Source: an optimization exercise on an open RTL-to-GDS flow (aim: small area and a short achievable clock period). Production flows keep margins and buffers that such runs may drop.
At most, simulation tests tie the RTL to the original design; equivalence was not proved.

north:
// Multiplier
module Multiplier(
  input         clock,
                reset,
                io_in_valid,
  input  [31:0] io_a,
                io_b,
  input  [1:0]  io_op,
  output [31:0] io_res,
  output        io_res_valid
);
For scale: roughly 32000 um^2 of cells after synthesis.
clock: 5.6 ns
lec_check: 0
abc_area: 1
cap_margin: 20
core_margin: 2
core_utilization: 40
cts_buf_list: sky130_fd_sc_hd__clkbuf_4 sky130_fd_sc_hd__clkbuf_8
setup_slack_margin: 2.0
slew_margin: 20
standard.sh (not shown) runs the stock make flow with config.mk's settings and CLKGATE_MAP_FILE= SYNTH_SCRIPT=/design/flow/synth_recipe.tcl, a recipe that flattens the netlist after the stock synthesis.
==> flow/flow/run.sh <==
#!/bin/bash
# Own layout flow: the standard flow (standard.sh), with one extra step
# between synthesis and floorplan: flow/polfix.py removes the needless
# inverters that Yosys's full-adder extraction leaves around full-adder cells
# (a full adder is self-dual, so each may be built in either polarity).
# Registers, ports and all other cells are kept as synthesis made them.
# Each tool's output goes to a log file of its own in the work folder.
set -euo pipefail
cd "$(dirname "$0")/.."
R=orfs/results/${FLOW_PLATFORM:-sky130hd}/Multiplier/base
# Port buffers: buf_4 instead of the delay cell buffer_ports picks by default
# (every port still gets its own buffer).
PORTBUF="BUFFER_PORTS_ARGS=-buffer_cell sky130_fd_sc_hd__buf_4"
bash standard.sh "$PORTBUF" synth > flow_synth.log 2>&1
cp "$R/1_2_yosys.v" 1_2_yosys.std.v
python3 flow/polfix.py 1_2_yosys.std.v 1_2_yosys.pol.v > flow_polfix.log 2>&1
cp 1_2_yosys.pol.v "$R/1_2_yosys.v"
rm -f "$R/1_synth.odb" "$R/1_synth.sdc"
bash standard.sh "$PORTBUF" finish > flow_finish.log 2>&1
Other scripts of this flow, unchanged in this note and not shown: flow/flow/polfix.py
For south, these inputs were changed with respect to north:
Settings: a deleted CTS_BUF_LIST that had been sky130_fd_sc_hd__clkbuf_4 sky130_fd_sc_hd__clkbuf_8.
Results
Per the comparison of south with north, first-pass GRT wire length moved up, overall via count from detail_route shows no meaningful change, post-route met1 wirelength held steady, combined global-route utilization of all metal layers saw little to no change. south vs. north: number of clock buffer instances in the layout saw a decrease; setup slack saw a decrease; data arrival time of the critical path moved down; cell depth of the worst setup path +2. south vs north on final worst-path cycle share: south is the higher one.


Another version of the RTL of Multiplier (not shown whole).
Size in the first run: roughly 5300 cells after synthesis, about 320 flip-flops.
==> flow/design.v (excerpt) <==
module Multiplier(
  input         clock,
                reset,
                io_in_valid,
  input  [31:0] io_a,
                io_b,
  input  [1:0]  io_op,
  output [31:0] io_res,
  output        io_res_valid
);
  reg valid_1;
  reg valid_2;
  always @(posedge clock) begin
    if (reset) begin
      valid_1 <= 1'h0;
      valid_2 <= 1'h0;
    end
    else begin
      valid_1 <= io_in_valid;
      valid_2 <= valid_1;
    end
  end
  MulCore mulcore_inst (
    .clock  (clock),
    .io_a   (io_a),
    .io_b   (io_b),
    .io_op  (io_op),
    .io_res (io_res)
  );
  assign io_res_valid = valid_2;
endmodule
==> flow/config.mk <==
export PLATFORM = sky130hd
export DESIGN_NAME = Multiplier
export DESIGN_NICKNAME = Multiplier
export VERILOG_FILES = /design/flow/design.v
export SDC_FILE = /design/flow/constraint.sdc
export NUM_CORES = 4
export LEC_CHECK = 0
export CAP_MARGIN = 20
export CORE_MARGIN = 2
export CORE_UTILIZATION = 40
export SETUP_SLACK_MARGIN = 2.4
export SLEW_MARGIN = 20
==> flow/constraint.sdc <==
create_clock -name core_clock -period 5.6 [get_ports {clock}]
set_input_delay 1.1200 -clock core_clock [delete_from_list [all_inputs] [get_ports {clock}]]
set_output_delay 1.1200 -clock core_clock [all_outputs]
set_load 0.01 [all_outputs]
run.sh (not shown) runs the stock make flow with config.mk's settings and CLKGATE_MAP_FILE= SYNTH_SCRIPT=/design/flow/synth_recipe.tcl, a recipe that flattens the netlist after the stock synthesis.
Stock flow here: none of the scripts above is used.
Then changed:
SETUP_SLACK_MARGIN = 1.8   (was 2.4)
The changed run finished clean; global-route usage drops by 3.8 points; wire length drops by 12%; critical path depth is unchanged; flip-flop and latch count stays the same; worst setup slack gets worse by 0.050 ns; die area stays the same; synthesized area does not change; via count decreases by 8.1%.
Then changed:
SETUP_SLACK_MARGIN = default   (was 1.8)
Outcome:
- count of clock-buffer cells in the layout went up by 8
- routed wire length went down slightly
- sequential cell count does not change
- worst hold slack degrades by 0.0046 ns
- die area stays the same
No functional check of the RTL was part of any run of this note.


Another version of the RTL of Multiplier (not shown whole).
Size in the first run: about 3300 cells after synthesis, roughly 100 I/O pins, ~0.032 sq mm of cells after synthesis.
export LEC_CHECK = 0
export ABC_AREA = 1
export CAP_MARGIN = 20
export CORE_MARGIN = 2
export CORE_UTILIZATION = 40
export SETUP_SLACK_MARGIN = 2.1
export SLEW_MARGIN = 20
create_clock -name core_clock -period 5.6 [get_ports {clock}]
standard.sh (not shown) runs the stock make flow with config.mk's settings and CLKGATE_MAP_FILE= SYNTH_SCRIPT=/design/flow/synth_recipe.tcl, a recipe that flattens the netlist after the stock synthesis.
Scripts as last shown in full above: flow/flow/run.sh
Other scripts of this flow, unchanged in this note and not shown: flow/flow/polfix.py
Then changed:
SETUP_SLACK_MARGIN = 2.0   (was 2.1)
The changed run produced a clean layout.
Design area went down by 2.0%.
Setup slack gains 0.12 ns.
Final cell count is lower by 0.40%.
Clock skew hardly moves.
Synthesized area stays the same.
Critical path depth stays the same.
Utilization shrinks by 0.90 points.
Fmax grows by 3.4%.
Die area is unchanged.
Then changed:
SETUP_SLACK_MARGIN = 1.8   (was 2.0)
=>
- cell area decreases by 1.1%
- die area stays the same
- non-clock buffer count decreases by 22
- global-route usage increases by 0.34 points
- sequential share of layout area increases by 0.23 points
- wire length increases by 0.42%
Then changed:
CORE_UTILIZATION = 50   (was 40)
PLACE_DENSITY = 0.75   (was default)
SETUP_SLACK_MARGIN = 2.2   (was 1.8)
Non-clock buffer count climbs by 36.
First-iteration DRC count went up by 19%.
Utilization rose by 13 points.
Setup slack improved by 0.13 ns.
Maximum frequency rises by 3.4%.
Area after synthesis stays the same.
Wire length goes down by 2.1%.
Then changed:
CORE_UTILIZATION = 40   (was 50)
PLACE_DENSITY = default   (was 0.75)
Setup slack is better by 0.17 ns; clock-buffer cell count increases by 8; maximum frequency is higher by 4.8%; wire length rises by about 3.7%; core utilization drops by 11 points; first-iteration DRC count fell by 26%; worst hold slack hardly moves; area after synthesis stays the same.

what the ideal ports hide:
The results above use ideal ports. As a check the final layouts listed here were re-extracted and re-timed, cells and wires unchanged.
Step 1 sets driving cells, clkbuf_16 on the clock port and buf_2 on the other inputs (assumed; they add their load-dependent delay and slew).
Step 2 moves the port delays by t, midway between the first and last clock arrival at a register: inputs arrive t later, outputs are due t later. That takes back most of the time a late clock gives input paths.
Three values: no drivers, after step 1, after step 2; two values: the first two.
run | t (ns) | slack for setup (ns) | clock arrival spread, ns
north | 0.745 | 2.005 / 2.005 / 1.313 | 0.027 / 0.026
south | 0.647 | 1.985 / 1.985 / 1.429 | 0.019 / 0.019
the first run of note 2 | 0.670 | 1.332 / 1.258 / 1.376 | 0.042 / 0.042
the second run of note 2 | 0.651 | 1.282 / 1.212 / 1.008 | 0.032 / 0.033
the third run of note 2 | 0.645 | 0.394 / 0.325 / 0.630 | 0.036 / 0.036
the first run of note 3 | 0.652 | 1.905 / 1.905 / 1.580 | 0.020 / 0.020
the second run of note 3 | 0.637 | 2.028 / 2.028 / 1.413 | 0.021 / 0.021
the third run of note 3 | 0.643 | 1.770 / 1.770 / 1.205 | 0.031 / 0.031
the fourth run of note 3 | 0.627 | 1.897 / 1.897 / 1.581 | 0.021 / 0.021
the fifth run of note 3 | 0.643 | 2.066 / 2.066 / 1.601 | 0.032 / 0.032
After both steps setup and hold are still met in every run listed. The setup slack of north, which loses most, moves by 0.000 ns with the drivers and by -0.692 ns with both steps.
